What follows belongs to an exercise in optimizing a design on an open flow for small area and a short achievable clock period; a production flow would make more cautious choices. At most, simulation tests tie the RTL to the original design; equivalence was not proved. No functional check of the RTL was part of runs 2, 3, 6 to 8 and 10. No activity file was given, so power comes from the tool's default toggle rates.

==> design/flow/design.v <==
module arith_eg3_mod(
    input clk,
    input rst,
    input int a,
    input int b,
    input [1:0] sel,
    output int r
);
    localparam int K1 = 11;
    localparam int K2 = 24;
    localparam int RIPPLE_MAX = 4;    
    logic        mul0, mul1, mul2;       
    logic        div0, div1, div2;       
    logic        inv0, inv1, inv2;       
    logic        nq0,  nq1,  nq2;        
    logic [31:0] ns0,  ns1,  ns2;        
    logic [31:0] y0,   y1,   y2;         
    logic [31:0] xr1,  xr2;              
    logic [31:0] qr1,  qr2;              
    wire  [2:0]        m_mul = {mul2, mul1, mul0};
    wire  [2:0]        m_div = {div2, div1, div0};
    wire  [2:0]        m_inv = {inv2, inv1, inv0};
    wire  [2:0][31:0]  nsrc  = {ns2, ns1, ns0};
    wire  [2:0][31:0]  y     = {y2, y1, y0};
    wire  [2:0][31:0]  xreg  = {xr2, xr1, 32'd0};
    wire  [31:0][31:0] xo;       
    wire  [31:0] qc;               
    wire        s_div = (sel == 2'd3);
    wire        s_mul = (sel == 2'd2);
    wire        s_inv = sel[0];
    wire [31:0] a_abs = a[31] ? -a : a;
    wire [31:0] b_abs = b[31] ? -b : b;
    assign mul0 = s_mul;
    assign div0 = s_div;
    assign inv0 = s_inv;
    assign nq0  = s_div & (a[31] ^ b[31]) & (b != 32'd0);
    assign ns0  = s_div ? a_abs : a;
    assign y0   = (s_div ? b_abs : b) ^ {32{s_inv}};
    for (genvar k = 0; k < 32; k++) begin : row
        localparam int S = (k < K1) ? 0 : (k < K2) ? 1 : 2;
        wire         nb = ~m_mul[S] & nsrc[S][31-k];
        wire [k:0]   xin;
        if (k == 0)                  assign xin = nb;
        else if (k == K1 || k == K2) assign xin = {xreg[S][k-1:0], nb};
        else                         assign xin = {xo[k-1][k-1:0], nb};
        wire [k:0]   s;
        wire         co;
        alu_row #(.W(k+1), .FAST(k >= RIPPLE_MAX)) add (.x(xin), .y(y[S][k:0]), .ci(m_inv[S]), .s(s), .co(co));
        wire hz;
        if (k == 31) assign hz = 1'b1;
        else         assign hz = &y[S][31:k+1];
        wire keep = m_mul[S] ? nsrc[S][31-k] : m_div[S] ? (co & hz) : (k == 31);
        assign qc[31-k] = keep;
        assign xo[k] = {{(31-k){1'b0}}, keep ? s : xin};
    end
    logic sd, sx;    
    always_ff @(posedge clk) begin
        mul1 <= mul0;
        div1 <= div0;
        inv1 <= inv0;
        nq1  <= nq0;
        ns1  <= ns0;
        y1   <= y0;
        xr1  <= xo[K1-1];
        qr1  <= qc;
        mul2 <= mul1;
        div2 <= div1;
        inv2 <= inv1;
        nq2  <= nq1;
        ns2  <= ns1;
        y2   <= y1;
        xr2  <= xo[K2-1];
        qr2  <= {qr1[31:32-K1], qc[31-K1:0]};
        if (rst) begin
            sd <= 1'b0;
            sx <= 1'b0;
        end else begin
            sd <= div1;
            sx <= ~div1;
        end
    end
    wire [31:0] q = {qr2[31:32-K2], qc[31-K2:0]};
    wire [31:0] qf = nq2 ? -q : q;
    assign r = ({32{sd}} & qf) | ({32{sx}} & xo[31]);
endmodule
module alu_row #(parameter int W = 8, parameter bit FAST = 1) (
    input  [W-1:0] x,
    input  [W-1:0] y,
    input          ci,
    output [W-1:0] s,
    output         co
);
    wire [W-1:0] p = x ^ y;
    wire [W:0]   c;
    assign c[0] = ci;
    if (!FAST || W < 3) begin : ripple
        for (genvar j = 0; j < W; j++) begin : bit_
            assign c[j+1] = (x[j] & y[j]) | (c[j] & p[j]);
        end
    end else begin : prefix
        localparam int L = (W > 16) ? 5 : (W > 8) ? 4 : (W > 4) ? 3 : (W > 2) ? 2 : 1;
        wire [W-1:0] g [0:L];
        wire [W-1:0] q [0:L];
        assign g[0][0] = (x[0] & y[0]) | (ci & p[0]);
        assign q[0][0] = 1'b0;
        for (genvar j = 1; j < W; j++) begin : gp
            assign g[0][j] = x[j] & y[j];
            assign q[0][j] = p[j];
        end
        for (genvar l = 0; l < L; l++) begin : lev
            for (genvar j = 0; j < W; j++) begin : node
                if ((j >> l) & 1) begin : comb
                    localparam int J = ((j >> (l + 1)) << (l + 1)) + (1 << l) - 1;
                    assign g[l+1][j] = g[l][j] | (q[l][j] & g[l][J]);
                    assign q[l+1][j] = q[l][j] & q[l][J];
                end else begin : pass
                    assign g[l+1][j] = g[l][j];
                    assign q[l+1][j] = q[l][j];
                end
            end
        end
        for (genvar j = 0; j < W; j++) begin : carry
            assign c[j+1] = g[L][j];
        end
    end
    assign s  = p ^ c[W-1:0];
    assign co = c[W];
endmodule
==> design/flow/run.sh <==
#!/bin/bash
# synth_recipe.tcl (not shown) runs the flow's synth.tcl, then flattens the netlist and writes it again
# the make line also repeats each setting of config.mk as NAME=value (left out here)
make -C /OpenROAD-flow-scripts/flow DESIGN_CONFIG=/design/flow/config.mk WORK_HOME=/design/flow/orfs CLKGATE_MAP_FILE= SYNTH_SCRIPT=/design/flow/synth_recipe.tcl finish
==> design/flow/config.mk <==
export PLATFORM = sky130hd
export DESIGN_NAME = arith_eg3_mod
export DESIGN_NICKNAME = arith_eg3_mod
export VERILOG_FILES = /design/flow/design.v
export SDC_FILE = /design/flow/constraint.sdc
export NUM_CORES = 4
export LEC_CHECK = 0
export CAP_MARGIN = 20
export CORE_MARGIN = 2
export CORE_UTILIZATION = 40
export SLEW_MARGIN = 20
==> design/flow/constraint.sdc <==
create_clock -name core_clock -period 75.0 [get_ports {clk}]
set_input_delay 15.0000 -clock core_clock [delete_from_list [all_inputs] [get_ports {clk}]]
set_output_delay 15.0000 -clock core_clock [all_outputs]
set_load 0.01 [all_outputs]
==> impl_metrics.tcl, run 1 <==
set metrics [dict create \
    switching_power_uw 969 \
    viasPerCell 5.94 \
    cp.required_ns 60.00 \
    final.min_clock_period_ns 44.93 \
    max_freq_mhz 22.3 \
    path_buf_inv 13 \
    synth_warnings 29 \
    end_kind "output port" \
    worst_slew_pin_slew_ns 1.04 \
    grt_max_degree 63 \
    antenna_cells 0 \
    slew_headroom 0.303 \
    final.setup.tns_ns 0 \
    cellLeakagePower_nw 17.1 \
    async_flop_share 0 \
    cts_setup_buffers 0 \
    grt_setup_unrepaired "no" \
    cp_slowest_cell "o21ai_1" \
    syn_avg_cell_area_sq_um 7.76 \
    gp_congestion 0.965 \
    cts_root_buf "clkbuf_16" \
    synthesis.nets 5180 \
    chipWidth_microns 299 \
    arrival_ns 29.93 \
    switching_share 0.540 \
    clk_pin_slew_ns 0.07 \
    p_per_area_nw_per_um2 47.5 \
    peakVddDrop_uv 20.8 \
    postCtsResizedCells 0 \
    io-pin-count 100 \
    setup_viol 0 \
    drtPass1Iterations 5 \
    synth_top_area_frac 0.166 \
    crit_family "compound AO/OA/AOI/OAI gates" \
    place_area_sq_um 37200 \
    synth_mux_area_frac 0.0460 \
    synth_cells 4499 \
    clock-skew-final_ns 0.0146 \
    synth-edff-count 0 \
    overflow 0 \
    core_sq_um 86600 \
    comb_power_share 0.875 \
    worstSetupPathType "reg -> out" \
    synth.largest_area_cell "ha_1" \
    synth.distinct_cells 119 \
    clock_latency_ns 0.48 \
    vias 33900 \
    crit_top_cell "inv_1" \
    cp_slowest_stage_delay_ns 0.73 \
    dr.first_iter.drc_count 2895 \
    hold_viol 0 \
    initial_utilization 0.403 \
    final_area_sq_um 37800 \
    ctsHoldBuffers 0 \
    row_count 108 \
    intPower_uw 824 \
    synthSimpleGateAreaFrac 0.191 \
    dp_hpwl_mm 101 \
    die-area_sq_um 89700 \
    grt_pass1_vias 32200 \
    htreeDepth 4 \
    synth-xor-area-share 0.106 \
    fin_crit_sh 0.599 \
    wl_per_cell_microns 21.7 \
    synth_area_leaders "ha_1 (17%), dfxtp_1 (9.9%), fa_1 (8.7%)" \
    cts_buffer_depth 2 \
    drc_errors 0 \
    status "no timing/DRC/antenna violations" \
    port-buffer-count 99 \
    drtAntennaViolNets 0 \
    clock_sinks 173 \
    nets 5216 \
    startpoint_type "register" \
    syn_to_final_growth_pct 8.23 \
    cp_max_fo 39 \
    drive_above_1_share 0.0611 \
    synth-seq-cells 173 \
    p_clk_frac 0.049 \
    maxCapViolations 0 \
    synthesis.area_sq_um 34900 \
    synth_compound_area_frac 0.262 \
    cts_tree "done" \
    grt_usage 0.273 \
    final-max-slew-violation-count 0 \
    synthAdderAreaFrac 0.252 \
    ys_seq_area_frac 0.0992 \
    wl_mm 124 \
    antenna_found_initial 5 \
    synth_common_cells "ha_1 (462), nor2_1 (398), nand2_1 (394)" \
    holdCritPathClass "reg -> reg" \
    seq_power_share 0.076 \
    synth-main-ff-cell "dfxtp_1" \
    synth.most_common_cell "ha_1" \
    grt_pass1_wl_mm 192 \
    synth_top_family_by_area "compound AO/OA/AOI/OAI gates" \
    die_h_microns 299 \
    total_power_mw 1.79 \
    cts_buffers 17 \
]
[power groups by stage]
stage | Clock (mW) | Combinational, mW | Sequential (mW)
floorplan | 0 | 1.17 | 0.125
global placement | 0 | 1.53 | 0.137
detailed placement | 0 | 1.54 | 0.137
CTS | 0.0900 | 1.55 | 0.135
global route | 0.0932 | 1.74 | 0.136
finish | 0.0882 | 1.57 | 0.135
[logic make-up (layout without fill, tap and decap cells)]
family          after synthesis  count (layout)
buf+inv                     390             439
compound gates             1376            1376
simple gates               1376            1376
fa+ha+maj                   613             613
xor+xnor                    421             421
flops                       173             173
mux                         150             150
[sequential cells by signal, indices dropped and copies added (netlist names)]
register	flops
inv1	1
sd	1
nq2	1
div2	1
mul1	1
qr2	24
mul2	1
ns1	21
qr1	11
sx	1
ns2	8
xr1	11
inv2	1
y1	32
xr2	24
div1	1
y2	32
nq1	1
[through the flow]
| stage | hold slack (ns) | setup WS, ns | cells | utilization |
|---|---|---|---|---|
| after floorplan | 0.310 | 36.31 | 4499 | - |
| after global placement | 0.310 | 30.98 | 5671 | 0.430 |
| after detailed placement | 0.312 | 31.05 | 5671 | 0.430 |
| after CTS | 0.329 | 30.37 | 5703 | 0.436 |
| after global routing | 0.333 | 27.95 | 5703 | 0.436 |
| final | 0.327 | 30.07 | 5703 | 0.436 |
[cell usage in the layout (no fill, tap or decap), types with 95 or more instances in the layout]
cell	instances
nand2_1	394
a21oi_1	350
ha_1	462
nand3_1	107
nor3_1	95
clkdlybuf4s50_1	98
o21ai_0	254
fa_1	151
xor2_1	149
inv_1	245
xnor2_1	270
dfxtp_1	172
a21o_1	190
nor2_1	397
[path summary, 6_finish.rpt]
path	slack, ns	start	depth (start not counted)	to
setup / recovery	30.07	inv2$_DFF_P_	91	r[30]
hold / removal	0.33	ns1[2]$_DFF_P_	0	ns2[2]$_DFF_P_
hold reg to reg	0.33	ns1[2]$_DFF_P_	0	ns2[2]$_DFF_P_
setup reg to reg	34.74	mul1$_DFF_P_	144	xr2[18]$_DFF_P_
[cell type report]
cell class / count / area, sq um
Clock inverter: 13 / 125
Fill cell: 8818 / 48800
Clock buffer: 19 / 443
Inverter: 249 / 935
Timing Repair Buffer: 158 / 1430
Sequential cell: 173 / 3460
Multi-Input combinational cell: 3936 / 30000
Tap cell: 1155 / 1450
[layer usage]
layer	vias up	track usage	wire (microns)
met4	2	0.0832	4190
li1	16400	-	-
met1	16100	0.375	56100
met3	167	0.0304	7980
met2	1180	0.447	55600
met5	-	0	10
==> inputs of run 2 (changes only) <==
--- a/design/flow/design.v
+++ b/design/flow/design.v
@@ -98,7 +98,7 @@
             assign c[j+1] = (x[j] & y[j]) | (c[j] & p[j]);
         end
     end else begin : prefix
-        localparam int L = (W > 16) ? 5 : (W > 8) ? 4 : (W > 4) ? 3 : (W > 2) ? 2 : 1;
+        localparam int L = $clog2(W);
         wire [W-1:0] g [0:L];
         wire [W-1:0] q [0:L];
         assign g[0][0] = (x[0] & y[0]) | (ci & p[0]);
==> impl_metrics.tcl, run 2 <==
set metrics [dict create \
    synth-seq-cells 173 \
    peakVddDrop_uv 20.8 \
    cellLeakagePower_nw 17.1 \
    synth-main-ff-cell "dfxtp_1" \
    cts_setup_buffers 0 \
    synth_common_cells "ha_1 (462), nor2_1 (398), nand2_1 (394)" \
    hp-start "ns1[2]$_DFF_P_" \
    total_power_mw 1.79 \
    grt_max_degree 63 \
    maxCapViolations 0 \
    holdPathStages 0 \
    cts_buffer_depth 2 \
    initial_utilization 0.403 \
    antenna_found_initial 5 \
    dp_cells 5671 \
    clock_sinks 173 \
    overflow 0 \
    clock_latency_ns 0.48 \
    worstSetupPathType "reg -> out" \
    final.setup.tns_ns 0 \
    fin_crit_sh 0.599 \
    switching_power_uw 969 \
    p_per_area_nw_per_um2 47.5 \
    ctsHoldBuffers 0 \
    final-max-slew-violation-count 0 \
    cp_slowest_cell "o21ai_1" \
    gp_congestion 0.965 \
    cp_slowest_stage_delay_ns 0.73 \
    r2r-start "mul1$_DFF_P_" \
    row_count 108 \
    reg_top3 "y1 (32), y2 (32)" \
    drtPass1Iterations 5 \
    synth_cells 4499 \
    comb_power_share 0.875 \
    setup_viol 0 \
    crit_top_cell "inv_1" \
    viasPerCell 5.94 \
    cts_buffers 17 \
    postCtsResizedCells 0 \
    p_clk_frac 0.049 \
    dr.first_iter.drc_count 2895 \
    cp.required_ns 60.00 \
    status "no timing/DRC/antenna violations" \
    seq_power_share 0.076 \
    core_sq_um 86600 \
    drtAntennaViolNets 0 \
    max_freq_mhz 22.3 \
    worst_slew_pin_slew_ns 1.04 \
    holdCritPathClass "reg -> reg" \
    r2r_slack_ns 34.74 \
    grt_usage 0.273 \
    synth-edff-count 0 \
    cp_max_fo 39 \
    cts_tree "done" \
    r2r_cells 144 \
    final_common_cell "ha_1" \
    synth.distinct_cells 119 \
    chipWidth_microns 299 \
    ys_seq_area_frac 0.0992 \
    vias 33900 \
    nets 5216 \
    wl_per_cell_microns 21.7 \
    wl_mm 124 \
    stdcell_count 5703 \
    synth_top_area_frac 0.166 \
    path_buf_inv 13 \
    die_h_microns 299 \
    arrival_ns 29.93 \
    synth_area_leaders "ha_1 (17%), dfxtp_1 (9.9%), fa_1 (8.7%)" \
    port-buffer-count 99 \
    async_flop_share 0 \
    cts_root_buf "clkbuf_16" \
    grt_setup_unrepaired "no" \
    dp_hpwl_mm 101 \
    synth.most_common_cell "ha_1" \
    clock-skew-final_ns 0.0146 \
    io-pin-count 100 \
    clk_pin_slew_ns 0.07 \
    die-area_sq_um 89700 \
    layout_common_cells "ha_1 (462), nor2_1 (397), nand2_1 (394), a21oi_1 (350), xnor2_1 (270)" \
    intPower_uw 824 \
    drc_errors 0 \
    end_kind "output port" \
    syn_avg_cell_area_sq_um 7.76 \
    crit_cells 91 \
    synth.largest_area_cell "ha_1" \
    synth_warnings 29 \
    drive_above_1_share 0.0611 \
    htreeDepth 4 \
    slew_headroom 0.303 \
    syn_to_final_growth_pct 8.23 \
    grt_pass1_vias 32200 \
    hold_viol 0 \
    antenna_cells 0 \
    synthesis.area_sq_um 34900 \
    startpoint_type "register" \
    grt_pass1_wl_mm 192 \
    final.min_clock_period_ns 44.93 \
    switching_share 0.540 \
    crit_family "compound AO/OA/AOI/OAI gates" \
    worstSetupStartpoint "inv2$_DFF_P_" \
    synthesis.nets 5180 \
]
==> run 2: cell counts in the layout (fill, tap and decap cells not counted) <==
Identical to the previous run, type by type.
==> run 2: area by class of cell <==
type	instances	area [sq um]
fillers	8818	48800
multi-input cells	3936	30000
flip-flops and latches	173	3460
well taps	1155	1450
repair buffers	158	1430
inverters	249	935
clock buffers	19	443
clock inverters	13	125
==> run 2: stage by stage <==
stage	hold WS [ns]	util	setup WS, ns	area, sq um
after global placement	0.310	0.430	30.98	37200
after detailed placement	0.312	0.430	31.05	37200
after global routing	0.333	0.436	27.95	37800
after CTS	0.329	0.436	30.37	37800
final	0.327	0.436	30.07	37800
after floorplan	0.310	-	36.31	34900
==> run 2: cell families after synthesis <==
logic type / count (synthesis) / synth area share
xor gates and xnor gates: 421 / 0.106
buffers and inverters: 390 / 0.0440
DFF: 173 / 0.0992
and+or+nand+nor: 1376 / 0.191
muxes: 150 / 0.0460
adders and majority gates: 613 / 0.252
AOI/OAI and AO/OA: 1376 / 0.262
==> run 2: path summary, 6_finish.rpt <==
| check | to |
|---|---|
| setup / recovery | r[30] |
| hold / removal | ns2[2]$_DFF_P_ |
| setup reg to reg | xr2[18]$_DFF_P_ |
| hold reg to reg | ns2[2]$_DFF_P_ |
==> run 2: routing by layer <==
layer | routed length [microns] | GRT usage
met5 | 10 | 0
met2 | 55600 | 0.447
met4 | 4190 | 0.0832
met3 | 7980 | 0.0304
met1 | 56100 | 0.375
==> run 2: power by group through the flow <==
| stage | Clock, mW | Combinational, mW | Sequential, mW |
|---|---|---|---|
| finish | 0.0882 | 1.57 | 0.135 |
| global route | 0.0932 | 1.74 | 0.136 |
| CTS | 0.0900 | 1.55 | 0.135 |
| detailed placement | 0 | 1.54 | 0.137 |
| global placement | 0 | 1.53 | 0.137 |
| floorplan | 0 | 1.17 | 0.125 |
==> inputs of run 3 (changes only) <==
--- a/design/flow/config.mk
+++ b/design/flow/config.mk
@@ -7,5 +7,6 @@
 export LEC_CHECK = 0
 export CAP_MARGIN = 20
 export CORE_MARGIN = 2
-export CORE_UTILIZATION = 40
+export CORE_UTILIZATION = 65
+export PLACE_DENSITY = 0.75
 export SLEW_MARGIN = 20
==> impl_metrics.tcl, run 3 <==
set metrics [dict create \
    cts_setup_buffers 0 \
    holdWs_ns 0.327 \
    fill_cells 4555 \
    wl_per_cell_microns 21.9 \
    grt_busiest_layer "met2" \
    setup_slack_ns 29.97 \
    grt_pass1_wl_mm 180 \
    drc_errors 0 \
    dp_hpwl_mm 92.9 \
    postCtsResizedCells 0 \
    wl_mm 115 \
    cts_buffers 17 \
    port-buffer-count 99 \
    final.setup.tns_ns 0 \
    cts_tree "done" \
    synthesis.nets 5180 \
    setup_viol 0 \
    initial_utilization 0.661 \
    stdcell_count 5233 \
    cts_buffer_depth 2 \
    reg_top3 "y1 (32), y2 (32)" \
    synth_warnings 29 \
    hold_viol 0 \
    cellLeakagePower_nw 17.1 \
    place_area_sq_um 36600 \
    layout_common_cells "ha_1 (462), nor2_1 (396), nand2_1 (394), a21oi_1 (350), xnor2_1 (270)" \
    synth.most_common_cell "ha_1" \
    synth_top_area_frac 0.166 \
    synth_common_cells "ha_1 (462), nor2_1 (398), nand2_1 (394)" \
    overflow 0 \
    peakVddDrop_uv 23.5 \
    seq_power_share 0.076 \
    viasPerCell 6.62 \
    dr.first_iter.drc_count 3685 \
    cp_max_fo 39 \
    clock_latency_ns 0.47 \
    synth.largest_area_cell "ha_1" \
    use_met1 0.547 \
    crit_family "compound AO/OA/AOI/OAI gates" \
    die_h_microns 236 \
    holdCritPathClass "reg -> reg" \
    worst_slew_pin_slew_ns 1.16 \
    io-pin-count 100 \
    postLayoutCoreUtil 0.704 \
    p_per_area_nw_per_um2 48.2 \
    clk_pin_slew_ns 0.07 \
    row_count 84 \
    synthesis.area_sq_um 34900 \
    synth-seq-cells 173 \
    intPower_uw 829 \
    arrival_ns 30.03 \
    nets 5210 \
    syn_avg_cell_area_sq_um 7.76 \
    core_sq_um 52900 \
    grt_pass1_vias 32300 \
    vias 34700 \
    ys_seq_area_frac 0.0992 \
    status "no timing/DRC/antenna violations" \
    synth.distinct_cells 119 \
    worstSetupPathType "reg -> out" \
    synth-edff-count 0 \
    cts_root_buf "clkbuf_16" \
    cp.required_ns 60.00 \
    max_freq_mhz 22.2 \
    pre_cts_slack_ns 30.98 \
    drtAntennaViolNets 0 \
    cp_slowest_cell "o21ai_1" \
    async_flop_share 0 \
    die-area_sq_um 55600 \
    path_buf_inv 12 \
    syn_to_final_growth_pct 6.56 \
    startpoint_type "register" \
    grt_usage 0.407 \
    drive_above_1_share 0.0601 \
    ctsHoldBuffers 0 \
    synth_area_leaders "ha_1 (17%), dfxtp_1 (9.9%), fa_1 (8.7%)" \
    cp_slowest_stage_delay_ns 0.71 \
    antenna_found_initial 4 \
    final_area_sq_um 37200 \
    switching_share 0.537 \
    final.min_clock_period_ns 45.03 \
    fin_crit_sh 0.600 \
    grt_max_degree 63 \
    total_power_mw 1.79 \
    final-max-slew-violation-count 0 \
    slew_headroom 0.224 \
    seqCellArea_sq_um 3460 \
    use_met2 0.642 \
    clock-skew-final_ns 0.0195 \
    comb_power_share 0.873 \
    multiInputGateArea_sq_um 30000 \
    htreeDepth 4 \
    gp_congestion 1.03 \
    p_clk_frac 0.051 \
    dp_cells 5198 \
    maxCapViolations 0 \
    switching_power_uw 963 \
    synth-main-ff-cell "dfxtp_1" \
    final_common_cell "ha_1" \
    synth_cells 4499 \
    globalRouteMet3Util 0.0645 \
    end_kind "output port" \
    chipWidth_microns 236 \
    drtPass1Iterations 7 \
    clock_sinks 173 \
    grt_setup_unrepaired "no" \
]
-- run 3: cell types whose count changed in the layout (fill, tap and decap cells not counted), moves of 2 or more --
cell and change:
buf_4 -6, clkinvlp_4 -2, diode_2 +3, inv_8 +2
-- run 3: kinds of logic after synthesis --
family | Yosys count | synth area share
and+or+nand+nor | 1376 | 0.191
AOI/OAI and AO/OA | 1376 | 0.262
muxes | 150 | 0.0460
adders and majority gates | 613 | 0.252
xor gates and xnor gates | 421 | 0.106
DFF | 173 | 0.0992
buffers and inverters | 390 | 0.0440
-- run 3: power groups by stage --
stage	logic [mW]	clock network (mW)	registers, mW
CTS	1.53	0.0927	0.134
detailed placement	1.52	0	0.136
floorplan	1.17	0	0.125
global route	1.73	0.0966	0.136
global placement	1.51	0	0.136
finish	1.56	0.0917	0.136
-- run 3: cell type report --
class	instances	share of cell area
Multi-Input combinational cell	3936	0.805
Timing Repair Buffer	152	0.0372
Clock buffer	18	0.0118
Sequential cell	173	0.0931
Clock inverter	14	0.00447
Tap cell	688	0.0231
Antenna cell	3	0.000202
Inverter	249	0.0251
-- run 3: worst paths after layout --
path                                     start              end  slack (ns)  cells after the start
worst max-delay path              inv2$_DFF_P_            r[30]       29.97                     91
worst min-delay path            ns1[6]$_DFF_P_   ns2[6]$_DFF_P_        0.33                      0
worst max register to register    mul1$_DFF_P_  xr2[18]$_DFF_P_       33.79                    142
worst min register to register  ns1[6]$_DFF_P_   ns2[6]$_DFF_P_        0.33                      0
-- run 3: metal layers --
metal / vias to the layer above / share of wire
met5: - / 0
met4: 0 / 0.050
met3: 298 / 0.097
met2: 1729 / 0.43
met1: 16200 / 0.42
li1: 16400 / -
==> inputs of run 4 (changes only) <==
--- a/design/flow/design.v
+++ b/design/flow/design.v
@@ -98,7 +98,7 @@
             assign c[j+1] = (x[j] & y[j]) | (c[j] & p[j]);
         end
     end else begin : prefix
-        localparam int L = $clog2(W);
+        localparam int L = (W > 16) ? 5 : (W > 8) ? 4 : (W > 4) ? 3 : (W > 2) ? 2 : 1;
         wire [W-1:0] g [0:L];
         wire [W-1:0] q [0:L];
         assign g[0][0] = (x[0] & y[0]) | (ci & p[0]);
==> design/flow/config.mk (replaced) <==
export PLATFORM = sky130hd
export DESIGN_NAME = arith_eg3_mod
export DESIGN_NICKNAME = arith_eg3_mod
export VERILOG_FILES = /design/flow/design.v
export SDC_FILE = /design/flow/constraint.sdc
export NUM_CORES = 4
export LEC_CHECK = 0
export CAP_MARGIN = 85
export CORE_MARGIN = 2
export CORE_UTILIZATION = 40
export SLEW_MARGIN = 92
==> impl_metrics.tcl, run 4 <==
set metrics [dict create \
    status "stopped before the end" \
    stop_stage "detailed placement (3_5_place_dp)" \
    error "[ERROR DPL-0038] Utilization greater than 100%, impossible to legalize" \
    synthesis.nets 5180 \
    syn_avg_cell_area_sq_um 7.76 \
    synthesis.area_sq_um 34900 \
    async_flop_share 0 \
    synth_area_leaders "ha_1 (17%), dfxtp_1 (9.9%), fa_1 (8.7%)" \
    ys_seq_area_frac 0.0992 \
    io-pin-count 100 \
    gp_congestion 0.965 \
    synth.largest_area_cell "ha_1" \
    synth_common_cells "ha_1 (462), nor2_1 (398), nand2_1 (394)" \
    synth-edff-count 0 \
    synth_cells 4499 \
    row_count 108 \
    synth-main-ff-cell "dfxtp_1" \
    synth_warnings 29 \
    synth-seq-cells 173 \
    die_h_microns 299 \
    synth_top_area_frac 0.166 \
    port-buffer-count 99 \
    synth.most_common_cell "ha_1" \
    initial_utilization 0.403 \
    chipWidth_microns 299 \
    synth.distinct_cells 119 \
]
run 4: cell counts after synthesis:
Identical to the previous run, type by type.
run 4: power by group through the flow:
| stage | sequential [mW] | combinational [mW] | clock (mW) |
|---|---|---|---|
| global placement | 0.137 | 1.53 | 0 |
| floorplan | 0.125 | 1.17 | 0 |
run 4: logic make-up after synthesis:
kind of cell | synth area share
AO/OA/AOI/OAI | 0.262
XOR/XNOR | 0.106
adder cells (fa/ha/maj) | 0.252
buffers and inverters | 0.0440
flip-flops | 0.0992
multiplexers | 0.0460
AND/OR/NAND/NOR | 0.191
run 4: stage by stage:
step / std cells / hold WS [ns] / power [mW] / setup slack (ns) / cell area, sq um
after global placement: 5671 / 0.310 / 1.67 / 30.98 / 37200
after floorplan: 4499 / 0.310 / 1.29 / 36.31 / 34900
run 4: worst min-delay path by stage:
stage,cells past startpoint,end,start
floorplan,0,nq2$_DFF_P_,nq1$_DFF_P_
global placement,0,ns2[7]$_DFF_P_,ns1[7]$_DFF_P_
==> inputs of run 5 (changes only) <==
--- a/design/flow/config.mk
+++ b/design/flow/config.mk
@@ -5,7 +5,7 @@
 export SDC_FILE = /design/flow/constraint.sdc
 export NUM_CORES = 4
 export LEC_CHECK = 0
-export CAP_MARGIN = 85
+export CAP_MARGIN = 20
 export CORE_MARGIN = 2
 export CORE_UTILIZATION = 40
-export SLEW_MARGIN = 92
+export SLEW_MARGIN = 50
==> impl_metrics.tcl, run 5 <==
set metrics [dict create \
    cp_slowest_cell "a2111oi_2" \
    htreeDepth 4 \
    r2r_slack_ns 36.08 \
    synthesis.nets 5180 \
    maxCapViolations 0 \
    die_h_microns 299 \
    synth.largest_area_cell "ha_1" \
    synth_cells 4499 \
    holdCritPathClass "reg -> reg" \
    final.min_clock_period_ns 44.19 \
    synth-xor-area-share 0.106 \
    peakVddDrop_uv 20.1 \
    clock-skew-final_ns 0.0137 \
    ys_seq_area_frac 0.0992 \
    postCtsResizedCells 0 \
    cp.required_ns 60.00 \
    synthSimpleGateAreaFrac 0.191 \
    synth.most_common_cell "ha_1" \
    drive_above_1_share 0.0677 \
    synth-seq-cells 173 \
    grt_max_degree 63 \
    die-area_sq_um 89700 \
    row_count 108 \
    crit_top_cell "ha_1" \
    synth_top_area_frac 0.166 \
    synth_area_leaders "ha_1 (17%), dfxtp_1 (9.9%), fa_1 (8.7%)" \
    nets 5218 \
    dp_hpwl_mm 101 \
    overflow 0 \
    reg_top3 "y1 (32), y2 (32)" \
    wl_per_cell_microns 21.7 \
    drc_errors 0 \
    cellLeakagePower_nw 17.1 \
    cts_buffers 17 \
    cts_root_buf "clkbuf_16" \
    r2r_cells 145 \
    vias 33900 \
    synth-main-ff-cell "dfxtp_1" \
    gp_congestion 0.965 \
    worst_slew_pin_slew_ns 0.769 \
    seqCellArea_sq_um 3470 \
    viasPerCell 5.95 \
    final_area_sq_um 37900 \
    grt_usage 0.271 \
    place_area_sq_um 37300 \
    cts_setup_buffers 0 \
    syn_avg_cell_area_sq_um 7.76 \
    synthesis.area_sq_um 34900 \
    synth_top_family_by_area "compound AO/OA/AOI/OAI gates" \
    hold_viol 0 \
    drtPass1Iterations 6 \
    stdcell_count 5705 \
    multiInputGateArea_sq_um 30000 \
    clk_pin_slew_ns 0.07 \
    synth_mux_area_frac 0.0460 \
    final-max-slew-violation-count 0 \
    setup_viol 0 \
    grt_pass1_wl_mm 191 \
    cts_tree "done" \
    clock_latency_ns 0.47 \
    wl_mm 124 \
    startpoint_type "register" \
    worstSetupStartpoint "inv2$_DFF_P_" \
    dr.first_iter.drc_count 2709 \
    io-pin-count 100 \
    worstSetupPathType "reg -> out" \
    synth_warnings 29 \
    drtAntennaViolNets 0 \
    initial_utilization 0.403 \
    dp_cells 5673 \
    synth.distinct_cells 119 \
    synth_common_cells "ha_1 (462), nor2_1 (398), nand2_1 (394)" \
    fin_crit_sh 0.589 \
    antenna_found_initial 5 \
    r2r-start "mul1$_DFF_P_" \
    grt_pass1_vias 32200 \
    async_flop_share 0 \
    synth-edff-count 0 \
    grt_setup_unrepaired "no" \
    layout_common_cells "ha_1 (462), nor2_1 (395), nand2_1 (392), a21oi_1 (348), xnor2_1 (269)" \
    status "no timing/DRC/antenna violations" \
    synth_compound_area_frac 0.262 \
    chipWidth_microns 299 \
    end_kind "output port" \
    r2r-end "xr2[18]$_DFF_P_" \
    max_freq_mhz 22.6 \
    syn_to_final_growth_pct 8.61 \
    final.setup.tns_ns 0 \
    arrival_ns 29.19 \
    slew_headroom 0.473 \
    p_per_area_nw_per_um2 47.5 \
    ctsHoldBuffers 0 \
    clock_sinks 173 \
    cp_slowest_stage_delay_ns 0.80 \
    cp_max_fo 29 \
    cts_buffer_depth 2 \
    final_common_cell "ha_1" \
    port-buffer-count 99 \
    synthAdderAreaFrac 0.252 \
    fill_cells 8817 \
    crit_path_end "r[30]" \
    core_sq_um 86600 \
    postLayoutCoreUtil 0.438 \
]
## run 5: cell counts after synthesis
No cell type changed its count.
## run 5: per-stage QoR
stage	total power, mW	setup WS [ns]	hold slack (ns)
6_report	1.80	30.81	0.327
3_3_place_gp	1.67	30.98	0.310
4_1_cts	1.78	30.93	0.330
5_1_grt	1.98	28.68	0.334
2_1_floorplan	1.29	36.31	0.310
3_5_place_dp	1.68	31.61	0.314
## run 5: routing by layer
layer	share of wire	global-route usage	wire length [microns]	vias to the layer above
met5	0.00011	0	14	-
li1	-	-	-	16400
met3	0.064	0.0280	7890	219
met2	0.45	0.441	55200	1201
met1	0.45	0.373	55800	16100
met4	0.040	0.0940	4950	2
## run 5: cells by family after synthesis
| logic type | count (synthesis) |
|---|---|
| AO/OA/AOI/OAI | 1376 |
| multiplexers | 150 |
| buffers and inverters | 390 |
| flip-flops | 173 |
| XOR/XNOR | 421 |
| AND/OR/NAND/NOR | 1376 |
| adder cells (fa/ha/maj) | 613 |
## run 5: layout make-up
| cell class | count | share of cell area |
|---|---|---|
| multi-input cells | 3936 | 0.792 |
| flip-flops and latches | 173 | 0.0916 |
| repair buffers | 160 | 0.0381 |
| well taps | 1155 | 0.0381 |
| inverters | 249 | 0.0246 |
| clock buffers | 18 | 0.0113 |
| clock inverters | 12 | 0.00409 |
| diodes | 2 | 0.000132 |
## run 5: worst min path at each step
stage	startpoint	end	slack, ns	depth (start not counted)
2_1_floorplan	nq1$_DFF_P_	nq2$_DFF_P_	0.31	0
3_3_place_gp	ns1[7]$_DFF_P_	ns2[7]$_DFF_P_	0.31	0
3_5_place_dp	qr1[30]$_DFF_P_	qr2[30]$_DFF_P_	0.31	0
4_1_cts	ns1[2]$_DFF_P_	ns2[2]$_DFF_P_	0.33	0
5_1_grt	qr1[27]$_DFF_P_	qr2[27]$_DFF_P_	0.33	0
6_report	ns1[2]$_DFF_P_	ns2[2]$_DFF_P_	0.33	0
## run 5: critical path, delay by kind of cell (launching register included)
kind	cells	cell delay, ns
AOI/OAI and AO/OA	48	14.86
and+or+nand+nor	18	4.69
buffers and inverters	12	3.46
adders and majority gates	10	3.45
muxes	3	1.54
DFF	1	0.50
xor gates and xnor gates	1	0.09
## run 5: power breakdown
| group | internal [mW] | switching [mW] |
|---|---|---|
| combinational | 0.674 | 0.899 |
| sequential | 0.108 | 0.0274 |
| clock | 0.0498 | 0.0421 |
==> inputs of run 6 (changes only) <==
--- a/design/flow/design.v
+++ b/design/flow/design.v
@@ -7,7 +7,7 @@
     output int r
 );
     localparam int K1 = 11;
-    localparam int K2 = 24;
+    localparam int K2 = 25;
     localparam int RIPPLE_MAX = 4;    
     logic        mul0, mul1, mul2;       
     logic        div0, div1, div2;       
--- a/design/flow/config.mk
+++ b/design/flow/config.mk
@@ -8,4 +8,4 @@
 export CAP_MARGIN = 20
 export CORE_MARGIN = 2
 export CORE_UTILIZATION = 40
-export SLEW_MARGIN = 50
+export SLEW_MARGIN = 70
==> impl_metrics.tcl, run 6 <==
set metrics [dict create \
    status "no timing/DRC/antenna violations" \
    grt_pass1_vias 32400 \
    grt_pass1_wl_mm 194 \
    cp_max_fo 44 \
    maxCapViolations 0 \
    postCtsResizedCells 0 \
    initial_utilization 0.405 \
    vias 34400 \
    cellLeakagePower_nw 17.1 \
    fin_crit_sh 0.576 \
    row_count 107 \
    fill_cells 8615 \
    synth-edff-count 0 \
    grt_usage 0.278 \
    syn_avg_cell_area_sq_um 7.81 \
    layout_common_cells "ha_1 (462), nand2_1 (380), nor2_1 (351), a21oi_1 (309), xnor2_1 (262)" \
    crit_top_cell "a21o_1" \
    die_h_microns 298 \
    clk_pin_slew_ns 0.07 \
    cts_setup_buffers 0 \
    arrival_ns 43.61 \
    final_common_cell "ha_1" \
    synth_warnings 29 \
    synthesis.area_sq_um 34600 \
    chipWidth_microns 298 \
    holdCritPathClass "reg -> reg" \
    drtPass1Iterations 8 \
    place_area_sq_um 38100 \
    drive_above_1_share 0.116 \
    end_kind "register" \
    clock_latency_ns 0.50 \
    port-buffer-count 99 \
    cp_slowest_stage_delay_ns 0.76 \
    hold_viol 0 \
    slew_headroom 0.681 \
    synth.most_common_cell "ha_1" \
    startpoint_type "register" \
    final-max-slew-violation-count 0 \
    viasPerCell 6.06 \
    synthesis.nets 5116 \
    synth_cells 4435 \
    drtAntennaViolNets 0 \
    worstSetupPathType "reg -> reg" \
    drc_errors 0 \
    nets 5196 \
    async_flop_share 0 \
    synth_common_cells "ha_1 (462), nand2_1 (385), nor2_1 (363)" \
    antenna_found_initial 3 \
    overflow 0 \
    reg_top3 "y1 (32), y2 (32)" \
    gp_congestion 0.952 \
    worst_slew_pin_slew_ns 0.477 \
    grt_setup_unrepaired "no" \
    core_sq_um 85400 \
    dr.first_iter.drc_count 2860 \
    cp_slowest_cell "or4b_2" \
    ys_seq_area_frac 0.101 \
    ctsHoldBuffers 0 \
    synth.distinct_cells 94 \
    die-area_sq_um 88900 \
    wl_mm 127 \
    synth-seq-cells 174 \
    synth_top_area_frac 0.167 \
    grt_max_degree 45 \
    cp.required_ns 75.43 \
    cts_buffers 17 \
    synth.largest_area_cell "ha_1" \
    htreeDepth 4 \
    cts_tree "done" \
    final_area_sq_um 39200 \
    holdWs_ns 0.327 \
    setup_viol 0 \
    final.setup.tns_ns 0 \
    dp_hpwl_mm 101 \
    synth-main-ff-cell "dfxtp_1" \
    synth_area_leaders "ha_1 (17%), dfxtp_1 (10%), fa_1 (8.7%)" \
    clock-skew-final_ns 0.0202 \
    io-pin-count 100 \
    clock_sinks 174 \
    p_per_area_nw_per_um2 48.4 \
    max_freq_mhz 23.2 \
    peakVddDrop_uv 21.1 \
    cts_buffer_depth 2 \
    antenna_cells 0 \
    syn_to_final_growth_pct 13.2 \
    cts_root_buf "clkbuf_16" \
    final.min_clock_period_ns 43.18 \
    wl_per_cell_microns 22.4 \
]
## run 6: cell types whose count changed after synthesis, moves of 11 or more
cell,previous run,this run
o211ai_1,37,48
inv_1,245,214
a21oi_1,350,323
nand3_1,107,80
nor3_1,95,106
mux2i_1,65,47
a31oi_1,55,70
clkbuf_1,85,109
nor2_1,398,363
buf_2,29,5
## run 6: stage by stage
| step | std cells | utilization | power [mW] | worst slack, ns |
|---|---|---|---|---|
| global placement | 5604 | 0.434 | 1.70 | 27.46 |
| CTS | 5664 | 0.453 | 1.85 | 32.21 |
| detailed placement | 5632 | 0.446 | 1.74 | 32.41 |
| floorplan | 4435 | - | 1.32 | 35.38 |
| finish | 5672 | 0.459 | 1.90 | 31.82 |
| global route | 5672 | 0.459 | 2.07 | 28.82 |
## run 6: power by group
group / total [mW] / internal (mW) / leakage, nW / switching (mW)
combinational: 1.67 / 0.722 / 15.4 / 0.944
clock: 0.0939 / 0.0475 / 0.289 / 0.0463
sequential: 0.137 / 0.110 / 1.46 / 0.0272
## run 6: final timing paths
path	start	endpoint	slack, ns	cells past startpoint
setup / recovery	mul1$_DFF_P_	xr2[20]$_DFF_P_	31.82	168
hold / removal	ns1[2]$_DFF_P_	ns2[2]$_DFF_P_	0.33	0
setup reg to reg	mul1$_DFF_P_	xr2[20]$_DFF_P_	31.82	168
hold reg to reg	ns1[2]$_DFF_P_	ns2[2]$_DFF_P_	0.33	0
## run 6: kinds of logic after synthesis
kind of cell | count (synthesis) | share of synthesized area
AO/OA/AOI/OAI | 1393 | 0.269
XOR/XNOR | 420 | 0.106
adder cells (fa/ha/maj) | 613 | 0.254
buffers and inverters | 362 | 0.0402
flip-flops | 174 | 0.101
multiplexers | 142 | 0.0446
AND/OR/NAND/NOR | 1331 | 0.185
## run 6: metal layers
layer,GRT usage,part of all wire
met5,0,0
met4,0.0851,0.034
met3,0.0327,0.067
met2,0.442,0.44
met1,0.390,0.46
## run 6: cell type report
cell class,count,area [sq um],share of cell area
Clock inverter,15,170,0.00434
Multi-Input combinational cell,3899,31100,0.793
Timing Repair Buffer,200,1690,0.0432
Inverter,223,847,0.0216
Clock buffer,17,425,0.0109
Sequential cell,174,3550,0.0905
Tap cell,1144,1430,0.0365
## run 6: worst max-delay path, delay by kind of cell (launching register included)
family / cells / cell delay (ns)
compound gates: 89 / 20.73
buf+inv: 33 / 8.57
simple gates: 28 / 6.91
fa+ha+maj: 16 / 5.63
mux: 2 / 0.76
flops: 1 / 0.32
==> inputs of run 7 (changes only) <==
--- a/design/flow/config.mk
+++ b/design/flow/config.mk
@@ -8,4 +8,4 @@
 export CAP_MARGIN = 20
 export CORE_MARGIN = 2
 export CORE_UTILIZATION = 40
-export SLEW_MARGIN = 70
+export SLEW_MARGIN = 75
==> impl_metrics.tcl, run 7 <==
set metrics [dict create \
    clk_pin_slew_ns 0.08 \
    grt_pass1_vias 32700 \
    overflow 0 \
    holdWs_ns 0.328 \
    drive_above_1_share 0.149 \
    wl_mm 128 \
    syn_to_final_growth_pct 17.1 \
    dr.first_iter.drc_count 2977 \
    row_count 107 \
    synth.largest_area_cell "ha_1" \
    status "no timing/DRC/antenna violations" \
    nets 5236 \
    htreeDepth 4 \
    end_kind "register" \
    postCtsResizedCells 0 \
    fill_cells 8496 \
    synth-main-ff-cell "dfxtp_1" \
    cp_slowest_stage_delay_ns 0.59 \
    ys_seq_area_frac 0.101 \
    initial_utilization 0.405 \
    wl_per_cell_microns 22.3 \
    vias 34600 \
    postLayoutCoreUtil 0.475 \
    arrival_ns 42.10 \
    multiInputGateArea_sq_um 32100 \
    place_area_sq_um 39200 \
    synthesis.nets 5116 \
    layout_common_cells "ha_1 (462), nand2_1 (380), nor2_1 (345), a21oi_1 (291), xnor2_1 (256)" \
    antenna_found_initial 3 \
    grt_pass1_wl_mm 195 \
    final-max-slew-violation-count 0 \
    cts_buffer_depth 2 \
    synth_area_leaders "ha_1 (17%), dfxtp_1 (10%), fa_1 (8.7%)" \
    die-area_sq_um 88900 \
    die_h_microns 298 \
    ctsHoldBuffers 0 \
    cp_max_fo 44 \
    cts_root_buf "clkbuf_16" \
    dp_cells 5673 \
    drc_errors 0 \
    final.min_clock_period_ns 41.66 \
    synth-seq-cells 174 \
    worst_slew_pin_slew_ns 0.421 \
    p_per_area_nw_per_um2 48.1 \
    cts_tree "done" \
    cts_buffers 17 \
    chipWidth_microns 298 \
    r2r_slack_ns 33.34 \
    synth-edff-count 0 \
    synth_warnings 29 \
    core_sq_um 85400 \
    final_common_cell "ha_1" \
    drtAntennaViolNets 0 \
    fin_crit_sh 0.555 \
    maxCapViolations 0 \
    async_flop_share 0 \
    final_area_sq_um 40500 \
    synth_common_cells "ha_1 (462), nand2_1 (385), nor2_1 (363)" \
    gp_congestion 0.952 \
    dp_hpwl_mm 102 \
    syn_avg_cell_area_sq_um 7.81 \
    cts_setup_buffers 0 \
    final.setup.tns_ns 0 \
    setup_slack_ns 33.34 \
    stdcell_count 5712 \
    synth_cells 4435 \
    synth.distinct_cells 94 \
    holdCritPathClass "reg -> reg" \
    io-pin-count 100 \
    pre_cts_slack_ns 33.18 \
    cp.required_ns 75.44 \
    setup_viol 0 \
    seqCellArea_sq_um 3560 \
    synth.most_common_cell "ha_1" \
    max_freq_mhz 24.0 \
    peakVddDrop_uv 23.0 \
    reg_top3 "y1 (32), y2 (32)" \
    antenna_cells 0 \
    synthesis.area_sq_um 34600 \
    clock_latency_ns 0.50 \
    clock_sinks 174 \
    total_power_mw 1.95 \
    synth_top_area_frac 0.167 \
    grt_setup_unrepaired "no" \
    cellLeakagePower_nw 17.5 \
    crit_top_cell "a21o_1" \
    slew_headroom 0.717 \
    clock-skew-final_ns 0.0268 \
    grt_usage 0.279 \
    drtPass1Iterations 6 \
    grt_max_degree 45 \
    port-buffer-count 99 \
    hold_viol 0 \
    viasPerCell 6.05 \
    worstSetupPathType "reg -> reg" \
    cp_slowest_cell "clkdlybuf4s50_1" \
    startpoint_type "register" \
]
## run 7: cells by family (layout without fill, tap and decap cells)
logic type | Yosys count | count (layout) | synth area share
compound gates | 1393 | 1393 | 0.269
simple gates | 1331 | 1331 | 0.185
fa+ha+maj | 613 | 613 | 0.254
xor+xnor | 420 | 420 | 0.106
buf+inv | 362 | 495 | 0.0402
flops | 174 | 174 | 0.101
mux | 142 | 142 | 0.0446
## run 7: final timing paths
| check | startpoint | endpoint | cells after the start |
|---|---|---|---|
| setup / recovery | mul1$_DFF_P_ | xr2[20]$_DFF_P_ | 170 |
| hold / removal | ns1[1]$_DFF_P_ | ns2[1]$_DFF_P_ | 0 |
| setup reg to reg | mul1$_DFF_P_ | xr2[20]$_DFF_P_ | 170 |
| hold reg to reg | ns1[1]$_DFF_P_ | ns2[1]$_DFF_P_ | 0 |
## run 7: worst max-delay path, delay by kind of cell (launching register included)
kind / cells / cell delay (ns)
AOI/OAI and AO/OA: 86 / 19.01
adders and majority gates: 16 / 5.76
buffers and inverters: 34 / 8.40
DFF: 1 / 0.32
muxes: 2 / 0.80
and+or+nand+nor: 32 / 7.13
## run 7: area by class of cell
class                      instances  area share
clock buffer                      17      0.0105
clock inverter                    15     0.00361
inverter                         223      0.0215
multi-input combinational       3899       0.792
sequential                       174      0.0878
tap                             1144      0.0353
timing repair buffer             240      0.0495
## run 7: power breakdown
part,internal (mW),total [mW],switching (mW)
Clock,0.0440,0.0896,0.0456
Combinational,0.750,1.72,0.974
Sequential,0.110,0.138,0.0275
## run 7: metal layers
| layer | track usage | wire length [microns] | part of all wire |
|---|---|---|---|
| met1 | 0.389 | 57600 | 0.45 |
| met2 | 0.443 | 56100 | 0.44 |
| met3 | 0.0353 | 9100 | 0.071 |
| met4 | 0.0958 | 4750 | 0.037 |
| met5 | 0 | 0 | 0 |
==> inputs of run 8 (changes only) <==
--- a/design/flow/config.mk
+++ b/design/flow/config.mk
@@ -5,7 +5,8 @@
 export SDC_FILE = /design/flow/constraint.sdc
 export NUM_CORES = 4
 export LEC_CHECK = 0
+export ABC_AREA = 1
 export CAP_MARGIN = 20
 export CORE_MARGIN = 2
 export CORE_UTILIZATION = 40
-export SLEW_MARGIN = 75
+export SLEW_MARGIN = 65
==> impl_metrics.tcl, run 8 <==
set metrics [dict create \
    final.setup.tns_ns 0 \
    postCtsResizedCells 0 \
    clk_pin_slew_ns 0.07 \
    crit_top_cell "nand2_1" \
    fin_crit_sh 0.523 \
    worst_slew_pin_slew_ns 0.510 \
    synth_top_area_frac 0.172 \
    multiInputGateArea_sq_um 28700 \
    final_common_cell "nand2_1" \
    final.min_clock_period_ns 39.22 \
    worstSetupPathType "reg -> out" \
    viasPerCell 5.24 \
    synth-seq-cells 174 \
    dp_cells 6698 \
    reg_top3 "y1 (32), y2 (32)" \
    gp_congestion 0.926 \
    synth.distinct_cells 71 \
    r2r_slack_ns 35.82 \
    switching_power_uw 811 \
    core_sq_um 86900 \
    chipWidth_microns 301 \
    path_buf_inv 17 \
    io-pin-count 100 \
    comb_power_share 0.848 \
    ys_seq_area_frac 0.0990 \
    cp_slowest_cell "dfxtp_1" \
    clock_latency_ns 0.48 \
    end_kind "output port" \
    cts_root_buf "clkbuf_16" \
    cp_slowest_stage_delay_ns 0.60 \
    async_flop_share 0 \
    cp.required_ns 60.00 \
    switching_share 0.558 \
    startpoint_type "register" \
    synth_area_leaders "nand2_1 (17%), ha_1 (16%), dfxtp_1 (9.9%)" \
    synth_common_cells "nand2_1 (1613), nand3_1 (645), inv_1 (632)" \
    htreeDepth 4 \
    grt_max_degree 44 \
    synth.largest_area_cell "nand2_1" \
    antenna_found_initial 2 \
    syn_to_final_growth_pct 8.61 \
    die-area_sq_um 90300 \
    maxCapViolations 0 \
    synth-main-ff-cell "dfxtp_1" \
    drtAntennaViolNets 0 \
    final-max-slew-violation-count 0 \
    dp_hpwl_mm 96.1 \
    cts_setup_buffers 0 \
    setup_viol 0 \
    fill_cells 9292 \
    nets 6246 \
    max_freq_mhz 25.5 \
    wl_mm 116 \
    grt_pass1_vias 33900 \
    drc_errors 0 \
    holdCritPathClass "reg -> reg" \
    peakVddDrop_uv 21.7 \
    drive_above_1_share 0.0722 \
    cts_tree "done" \
    slew_headroom 0.659 \
    r2r-start "mul1$_DFF_P_" \
    port-buffer-count 99 \
    synthesis.area_sq_um 35200 \
    drtPass1Iterations 6 \
    holdWs_ns 0.328 \
    clock_sinks 174 \
    synth-edff-count 0 \
    arrival_ns 24.22 \
    wl_per_cell_microns 17.2 \
    layout_common_cells "nand2_1 (1607), nand3_1 (645), inv_1 (619), ha_1 (462), nor2_1 (307)" \
    p_clk_frac 0.062 \
    synth_warnings 29 \
    crit_family "simple AND/OR/NAND/NOR gates" \
    hp-start "ns1[4]$_DFF_P_" \
    r2r_cells 261 \
    syn_avg_cell_area_sq_um 6.38 \
    overflow 0 \
    hold_viol 0 \
    holdPathStages 0 \
    cp_max_fo 42 \
    stdcell_count 6734 \
    synth_cells 5516 \
    dr.first_iter.drc_count 2423 \
    p_per_area_nw_per_um2 38.1 \
    r2r-end "xr2[0]$_DFF_P_" \
    cts_buffer_depth 2 \
    grt_setup_unrepaired "no" \
    vias 35300 \
    initial_utilization 0.405 \
    grt_usage 0.258 \
    seq_power_share 0.091 \
    synth.most_common_cell "nand2_1" \
    cts_buffers 17 \
    row_count 108 \
    seqCellArea_sq_um 3510 \
    min_to "ns2[4]$_DFF_P_" \
    intPower_uw 643 \
    clock-skew-final_ns 0.0155 \
    cellLeakagePower_nw 20.0 \
    synthesis.nets 6197 \
    ctsHoldBuffers 0 \
    die_h_microns 301 \
    status "no timing/DRC/antenna violations" \
    grt_pass1_wl_mm 185 \
]
-- run 8: logic make-up (layout without fill, tap and decap cells) --
family | Yosys count | count (layout) | share of synthesized area
AOI/OAI and AO/OA | 627 | 627 | 0.101
xor gates and xnor gates | 321 | 321 | 0.0812
adders and majority gates | 613 | 613 | 0.250
buffers and inverters | 786 | 848 | 0.0898
DFF | 174 | 174 | 0.0990
muxes | 2 | 2 | 0.000569
other | 0 | 1 | 0
and+or+nand+nor | 2993 | 2993 | 0.378
-- run 8: per-layer routing --
| layer | routed length [microns] | vias up | global-route usage | share of wire |
|---|---|---|---|---|
| met4 | 4330 | 0 | 0.0920 | 0.037 |
| met2 | 52400 | 882 | 0.429 | 0.45 |
| li1 | - | 18100 | - | - |
| met1 | 53100 | 16200 | 0.344 | 0.46 |
| met5 | 0 | - | 0 | 0 |
| met3 | 5910 | 179 | 0.0323 | 0.051 |
-- run 8: worst max path at each step --
| stage | startpoint | endpoint | depth (start not counted) |
|---|---|---|---|
| 3_3_place_gp | mul1$_DFF_P_ | xr2[0]$_DFF_P_ | 262 |
| 5_1_grt | mul1$_DFF_P_ | xr2[0]$_DFF_P_ | 260 |
| 2_1_floorplan | b[0] | xr1[1]$_DFF_P_ | 133 |
| 4_1_cts | inv2$_DFF_P_ | r[10] | 149 |
| 6_report | inv2$_DFF_P_ | r[10] | 149 |
| 3_5_place_dp | mul1$_DFF_P_ | xr2[0]$_DFF_P_ | 261 |
-- run 8: final cells by class --
cell class                 count  area share
antenna                        1   0.0000655
clock buffer                  19      0.0119
clock inverter                13     0.00364
inverter                     664      0.0655
multi-input combinational   4556       0.751
sequential                   174      0.0919
tap                         1155      0.0378
timing repair buffer         152      0.0379
-- run 8: stage by stage --
stage	area [sq um]	util	worst slack, ns	power, mW
6_report	38200	0.440	35.78	1.45
5_1_grt	38200	0.440	31.47	1.64
4_1_cts	38100	0.438	35.74	1.45
3_5_place_dp	37500	0.431	36.14	1.35
3_3_place_gp	37300	0.429	32.71	1.34
2_1_floorplan	35200	-	41.64	1.07
-- run 8: power groups by stage --
stage	clock network (mW)	logic, mW	registers [mW]
4_1_cts	0.0913	1.22	0.132
5_1_grt	0.0949	1.41	0.133
3_5_place_dp	0	1.22	0.134
3_3_place_gp	0	1.20	0.135
2_1_floorplan	0	0.942	0.125
6_report	0.0895	1.23	0.132
==> inputs of run 9 (changes only) <==
--- a/design/flow/design.v
+++ b/design/flow/design.v
@@ -7,7 +7,7 @@
     output int r
 );
     localparam int K1 = 11;
-    localparam int K2 = 25;
+    localparam int K2 = 24;
     localparam int RIPPLE_MAX = 4;    
     logic        mul0, mul1, mul2;       
     logic        div0, div1, div2;       
--- a/design/flow/config.mk
+++ b/design/flow/config.mk
@@ -5,7 +5,6 @@
 export SDC_FILE = /design/flow/constraint.sdc
 export NUM_CORES = 4
 export LEC_CHECK = 0
-export ABC_AREA = 1
 export CAP_MARGIN = 20
 export CORE_MARGIN = 2
 export CORE_UTILIZATION = 40
==> impl_metrics.tcl, run 9 <==
set metrics [dict create \
    core_sq_um 86600 \
    synth-edff-count 0 \
    postCtsResizedCells 0 \
    intPower_uw 837 \
    io-pin-count 100 \
    grt_pass1_wl_mm 191 \
    grt_usage 0.271 \
    cp_slowest_cell "dfxtp_1" \
    antenna_cells 0 \
    holdPathStages 0 \
    vias 34000 \
    setup_slack_ns 32.90 \
    syn_avg_cell_area_sq_um 7.76 \
    ys_seq_area_frac 0.0992 \
    end_kind "output port" \
    synth_area_leaders "ha_1 (17%), dfxtp_1 (9.9%), fa_1 (8.7%)" \
    p_per_area_nw_per_um2 47.4 \
    startpoint_type "register" \
    synth.most_common_cell "ha_1" \
    dp_hpwl_mm 101 \
    cellLeakagePower_nw 17.2 \
    syn_to_final_growth_pct 10.1 \
    cp.required_ns 60.00 \
    dr.first_iter.drc_count 2715 \
    chipWidth_microns 299 \
    final_area_sq_um 38500 \
    layout_common_cells "ha_1 (462), nor2_1 (393), nand2_1 (392), a21oi_1 (337), xnor2_1 (266)" \
    synthesis.nets 5180 \
    r2r_cells 146 \
    p_clk_frac 0.049 \
    synth-seq-cells 173 \
    arrival_ns 27.10 \
    crit_top_cell "a21o_1" \
    initial_utilization 0.403 \
    overflow 0 \
    wl_per_cell_microns 21.7 \
    switching_share 0.541 \
    setup_viol 0 \
    cts_buffers 17 \
    peakVddDrop_uv 22.7 \
    synth.distinct_cells 119 \
    synth_cells 4499 \
    synthesis.area_sq_um 34900 \
    postLayoutCoreUtil 0.444 \
    ctsHoldBuffers 0 \
    fin_crit_sh 0.561 \
    cts_root_buf "clkbuf_16" \
    slew_headroom 0.646 \
    drive_above_1_share 0.0944 \
    clock_latency_ns 0.48 \
    pre_cts_slack_ns 33.55 \
    synth-main-ff-cell "dfxtp_1" \
    final_common_cell "ha_1" \
    htreeDepth 4 \
    antenna_found_initial 2 \
    row_count 108 \
    final.min_clock_period_ns 42.10 \
    wl_mm 124 \
    maxCapViolations 0 \
    synth_warnings 29 \
    stdcell_count 5710 \
    max_freq_mhz 23.8 \
    clock_sinks 173 \
    grt_setup_unrepaired "no" \
    async_flop_share 0 \
    synth.largest_area_cell "ha_1" \
    cp_slowest_stage_delay_ns 0.62 \
    nets 5223 \
    port-buffer-count 99 \
    final-max-slew-violation-count 0 \
    cts_buffer_depth 2 \
    comb_power_share 0.877 \
    status "no timing/DRC/antenna violations" \
    seq_power_share 0.075 \
    gp_congestion 0.965 \
    hold_viol 0 \
    worstSetupPathType "reg -> out" \
    clock-skew-final_ns 0.0128 \
    drc_errors 0 \
    drtAntennaViolNets 0 \
    grt_pass1_vias 32400 \
    clk_pin_slew_ns 0.07 \
    cts_tree "done" \
    final.setup.tns_ns 0 \
    synth_common_cells "ha_1 (462), nor2_1 (398), nand2_1 (394)" \
    place_area_sq_um 37700 \
    die-area_sq_um 89700 \
    worst_slew_pin_slew_ns 0.517 \
    cp_max_fo 39 \
    holdCritPathClass "reg -> reg" \
    switching_power_uw 986 \
    dp_cells 5677 \
    drtPass1Iterations 6 \
    viasPerCell 5.96 \
    cts_setup_buffers 0 \
    fill_cells 8735 \
    grt_max_degree 63 \
    reg_top3 "y1 (32), y2 (32)" \
    die_h_microns 299 \
    synth_top_area_frac 0.166 \
]
run 9: changes by cell type in the layout (fill, tap and decap cells not counted), moves of 69 or more:
| cell | delta |
|---|---|
| inv_1 | -390 |
| o21a_1 | +77 |
| o21ai_0 | +69 |
| or2_2 | -109 |
| a21o_1 | +154 |
| nand2_1 | -1215 |
| xnor2_1 | +134 |
| nor2_1 | +86 |
| mux2_2 | +85 |
| nand3_1 | -539 |
run 9: through the flow:
stage          hold slack, ns  total power, mW
6_report                0.329             1.82
5_1_grt                 0.334             2.00
4_1_cts                 0.330             1.79
3_5_place_dp            0.312             1.69
3_3_place_gp            0.310             1.67
2_1_floorplan           0.310             1.29
run 9: cells by family after synthesis:
logic type / Yosys count / share of synthesized area
fa+ha+maj: 613 / 0.252
xor+xnor: 421 / 0.106
mux: 150 / 0.0460
flops: 173 / 0.0992
buf+inv: 390 / 0.0440
compound gates: 1376 / 0.262
simple gates: 1376 / 0.191
run 9: cell type report:
type                       count  area (sq um)  area share
inverter                     249           936      0.0243
sequential                   173          3510      0.0912
timing repair buffer         165          1460      0.0380
multi-input combinational   3936         30500       0.794
tap                         1155          1450      0.0376
clock inverter                15           154     0.00400
clock buffer                  17           425      0.0111
run 9: power by group through the flow:
stage / Sequential (mW) / Combinational, mW / Clock [mW]
after floorplan: 0.125 / 1.17 / 0
after global placement: 0.137 / 1.53 / 0
after detailed placement: 0.138 / 1.56 / 0
after CTS: 0.136 / 1.57 / 0.0903
after global routing: 0.137 / 1.77 / 0.0939
final: 0.136 / 1.60 / 0.0887
run 9: worst max-delay path, delay by kind of cell (launching register included):
kind,cells,cell delay (ns)
AOI/OAI and AO/OA,46,12.52
xor gates and xnor gates,1,0.10
adders and majority gates,10,3.71
buffers and inverters,13,3.65
DFF,1,0.62
muxes,3,1.15
and+or+nand+nor,20,4.73
run 9: routing by layer:
layer,track usage,vias up,part of all wire
met2,0.441,1123,0.45
li1,-,16400,-
met1,0.367,16300,0.45
met4,0.0939,2,0.038
met3,0.0375,193,0.065
met5,0,-,0.000081
run 9: path summary, 6_finish.rpt:
check / start / end / slack (ns)
worst max register to register: mul1$_DFF_P_ / xr2[18]$_DFF_P_ / 38.47
worst min-delay path: qr1[27]$_DFF_P_ / qr2[27]$_DFF_P_ / 0.33
worst min register to register: qr1[27]$_DFF_P_ / qr2[27]$_DFF_P_ / 0.33
worst max-delay path: y2[0]$_DFF_P_ / r[30] / 32.90
==> inputs of run 10 (changes only) <==
--- a/design/flow/design.v
+++ b/design/flow/design.v
@@ -7,7 +7,7 @@
     output int r
 );
     localparam int K1 = 11;
-    localparam int K2 = 24;
+    localparam int K2 = 25;
     localparam int RIPPLE_MAX = 4;    
     logic        mul0, mul1, mul2;       
     logic        div0, div1, div2;       
--- a/design/flow/config.mk
+++ b/design/flow/config.mk
@@ -5,7 +5,8 @@
 export SDC_FILE = /design/flow/constraint.sdc
 export NUM_CORES = 4
 export LEC_CHECK = 0
+export ABC_AREA = 1
 export CAP_MARGIN = 20
 export CORE_MARGIN = 2
 export CORE_UTILIZATION = 40
-export SLEW_MARGIN = 65
+export SLEW_MARGIN = 72
==> impl_metrics.tcl, run 10 <==
set metrics [dict create \
    r2r-end "xr2[0]$_DFF_P_" \
    syn_avg_cell_area_sq_um 6.38 \
    antenna_found_initial 2 \
    io-pin-count 100 \
    grt_busiest_layer "met2" \
    layout_common_cells "nand2_1 (1600), nand3_1 (645), inv_1 (613), ha_1 (462), nor2_1 (306)" \
    status "no timing/DRC/antenna violations" \
    postCtsResizedCells 0 \
    crit_top_cell "nand2_1" \
    reg_top3 "y1 (32), y2 (32)" \
    fill_cells 9184 \
    synthesis.area_sq_um 35200 \
    port-buffer-count 99 \
    initial_utilization 0.405 \
    drc_errors 0 \
    cts_buffers 17 \
    fin_crit_sh 0.513 \
    vias 35300 \
    grt_max_degree 44 \
    r2r_slack_ns 37.87 \
    synth_mux_area_frac 0.000569 \
    die_h_microns 301 \
    grt_pass1_vias 33400 \
    startpoint_type "register" \
    dp_hpwl_mm 96.4 \
    cp_slowest_stage_delay_ns 0.53 \
    final-max-slew-violation-count 0 \
    antenna_cells 0 \
    maxCapViolations 0 \
    worst_slew_pin_slew_ns 0.424 \
    synthesis.nets 6197 \
    synth-edff-count 0 \
    final_common_cell "nand2_1" \
    cts_tree "done" \
    synth-seq-cells 174 \
    setup_slack_ns 36.55 \
    slew_headroom 0.715 \
    viasPerCell 5.24 \
    drive_above_1_share 0.0831 \
    holdWs_ns 0.329 \
    clock_latency_ns 0.48 \
    cp.required_ns 60.00 \
    core_sq_um 86900 \
    synth_area_leaders "nand2_1 (17%), ha_1 (16%), dfxtp_1 (9.9%)" \
    synth_top_family_by_area "simple AND/OR/NAND/NOR gates" \
    setup_viol 0 \
    worstSetupPathType "reg -> out" \
    synth.distinct_cells 71 \
    clock-skew-final_ns 0.0229 \
    ctsHoldBuffers 0 \
    use_met1 0.347 \
    min_to "qr2[24]$_DFF_P_" \
    wl_mm 116 \
    r2r_cells 257 \
    final.min_clock_period_ns 38.45 \
    use_met2 0.437 \
    overflow 0 \
    cp_slowest_cell "clkdlybuf4s50_1" \
    synth_warnings 29 \
    cts_setup_buffers 0 \
    clock_sinks 174 \
    synth.largest_area_cell "nand2_1" \
    clk_pin_slew_ns 0.07 \
    dr.first_iter.drc_count 2334 \
    peakVddDrop_uv 20.4 \
    cp_max_fo 43 \
    synth_cells 5516 \
    max_freq_mhz 26.0 \
    drtAntennaViolNets 0 \
    synth-xor-area-share 0.0812 \
    cellLeakagePower_nw 20.1 \
    end_kind "output port" \
    holdPathStages 0 \
    final.setup.tns_ns 0 \
    synth_common_cells "nand2_1 (1613), nand3_1 (645), inv_1 (632)" \
    synth_compound_area_frac 0.101 \
    wl_per_cell_microns 17.2 \
    grt_setup_unrepaired "no" \
    syn_to_final_growth_pct 9.35 \
    synthSimpleGateAreaFrac 0.378 \
    gp_congestion 0.926 \
    hold_viol 0 \
    holdCritPathClass "reg -> reg" \
    synth.most_common_cell "nand2_1" \
    r2r-start "mul1$_DFF_P_" \
    async_flop_share 0 \
    cts_root_buf "clkbuf_16" \
    ys_seq_area_frac 0.0990 \
    synth_top_area_frac 0.172 \
    grt_usage 0.257 \
    synth-main-ff-cell "dfxtp_1" \
    pre_cts_slack_ns 36.88 \
    synthAdderAreaFrac 0.250 \
    cts_buffer_depth 2 \
    htreeDepth 4 \
    chipWidth_microns 301 \
    row_count 108 \
    globalRouteMet3Util 0.0207 \
    nets 6251 \
    drtPass1Iterations 5 \
    p_per_area_nw_per_um2 38.0 \
    die-area_sq_um 90300 \
    hp-start "qr1[24]$_DFF_P_" \
    arrival_ns 23.45 \
    grt_pass1_wl_mm 184 \
]
==> run 10: power by group <==
group / switching, mW / total, mW / internal [mW]
logic: 0.748 / 1.24 / 0.491
registers: 0.0226 / 0.132 / 0.109
clock network: 0.0450 / 0.0909 / 0.0459
==> run 10: critical path: cells and delay by family, from the launching register on <==
family          cells  cell delay (ns)
compound gates     39             7.07
fa+ha+maj           9             3.31
buf+inv            17             3.69
flops               1             0.35
simple gates       85             8.43
==> run 10: routing by layer <==
layer	share of wire	up-vias
li1	-	18100
met1	0.47	16400
met2	0.47	781
met3	0.042	118
met4	0.026	0
met5	0	-
==> run 10: metrics by stage <==
stage	cell area [sq um]	total power, mW	std cells	util
final	38500	1.46	6738	0.443
after global routing	38500	1.65	6738	0.443
after CTS	38300	1.45	6738	0.441
after floorplan	35200	1.07	5516	-
after detailed placement	37700	1.36	6706	0.434
after global placement	37300	1.34	6695	0.429
==> run 10: how the worst max path moves through the flow <==
| stage | cells after the start | startpoint | to |
|---|---|---|---|
| finish | 150 | ns2[6]$_DFF_P_ | r[10] |
| detailed placement | 150 | mul2$_DFF_P_ | r[10] |
| global route | 259 | mul1$_DFF_P_ | xr2[0]$_DFF_P_ |
| global placement | 262 | mul1$_DFF_P_ | xr2[0]$_DFF_P_ |
| CTS | 150 | mul2$_DFF_P_ | r[10] |
| floorplan | 133 | b[0] | xr1[1]$_DFF_P_ |
==> run 10: final cells by class <==
cell class                      instances  area (sq um)  share of cell area
Clock buffer                           18           439              0.0114
Sequential cell                       174          3550              0.0922
Multi-Input combinational cell       4556         28900               0.751
Timing Repair Buffer                  157          1460              0.0380
Tap cell                             1155          1450              0.0376
Inverter                              664          2510              0.0654
Clock inverter                         14           166             0.00433
==> run 10: logic make-up (layout without fill, tap and decap cells) <==
group	count (synthesis)	in the layout
simple gates	2993	2993
buf+inv	786	853
compound gates	627	627
fa+ha+maj	613	613
xor+xnor	321	321
flops	174	174
mux	2	2

-- separate check: timing with driven ports --
The flow's constraints put no driver on any port. The routed layouts listed below were extracted and timed again, unchanged, in two steps.
Step 1 assumes that a clkbuf_16 drives the clock port and a buf_2 every other input.
Step 2 moves the port delays by t, midway between the first and last clock arrival at a register: inputs arrive t later, outputs are due t later. That takes back most of the time a late clock gives input paths.
a / b / c = ideal / step 1 / step 2; a / b = the first two.
run | t (ns) | setup WS [ns] | worst setup path at the end | slew at the worst register clock pin (ns) | cell pins on the clock port's net
run 1 | 0.524 | 30.071 / 30.016 / 30.540 | register to output | 0.08 / 0.08 | 1
run 2 | 0.524 | 30.071 / 30.016 / 30.540 | register to output | 0.08 / 0.08 | 1
run 3 | 0.526 | 29.968 / 29.905 / 30.431 | register to output | 0.08 / 0.08 | 1
run 5 | 0.520 | 30.811 / 30.755 / 31.275 | register to output | 0.07 / 0.07 | 1
run 6 | 0.541 | 31.821 / 31.821 / 31.821 | register to register | 0.09 / 0.09 | 1
run 7 | 0.544 | 33.341 / 33.341 / 33.341 | register to register | 0.09 / 0.09 | 1
run 8 | 0.538 | 35.782 / 35.711 / 35.817 | register to register | 0.08 / 0.08 | 1
run 9 | 0.523 | 32.900 / 32.846 / 33.369 | register to output | 0.08 / 0.08 | 1
run 10 | 0.538 | 36.548 / 36.483 / 37.021 | register to output | 0.09 / 0.09 | 1
After both steps every run listed still meets setup and hold.
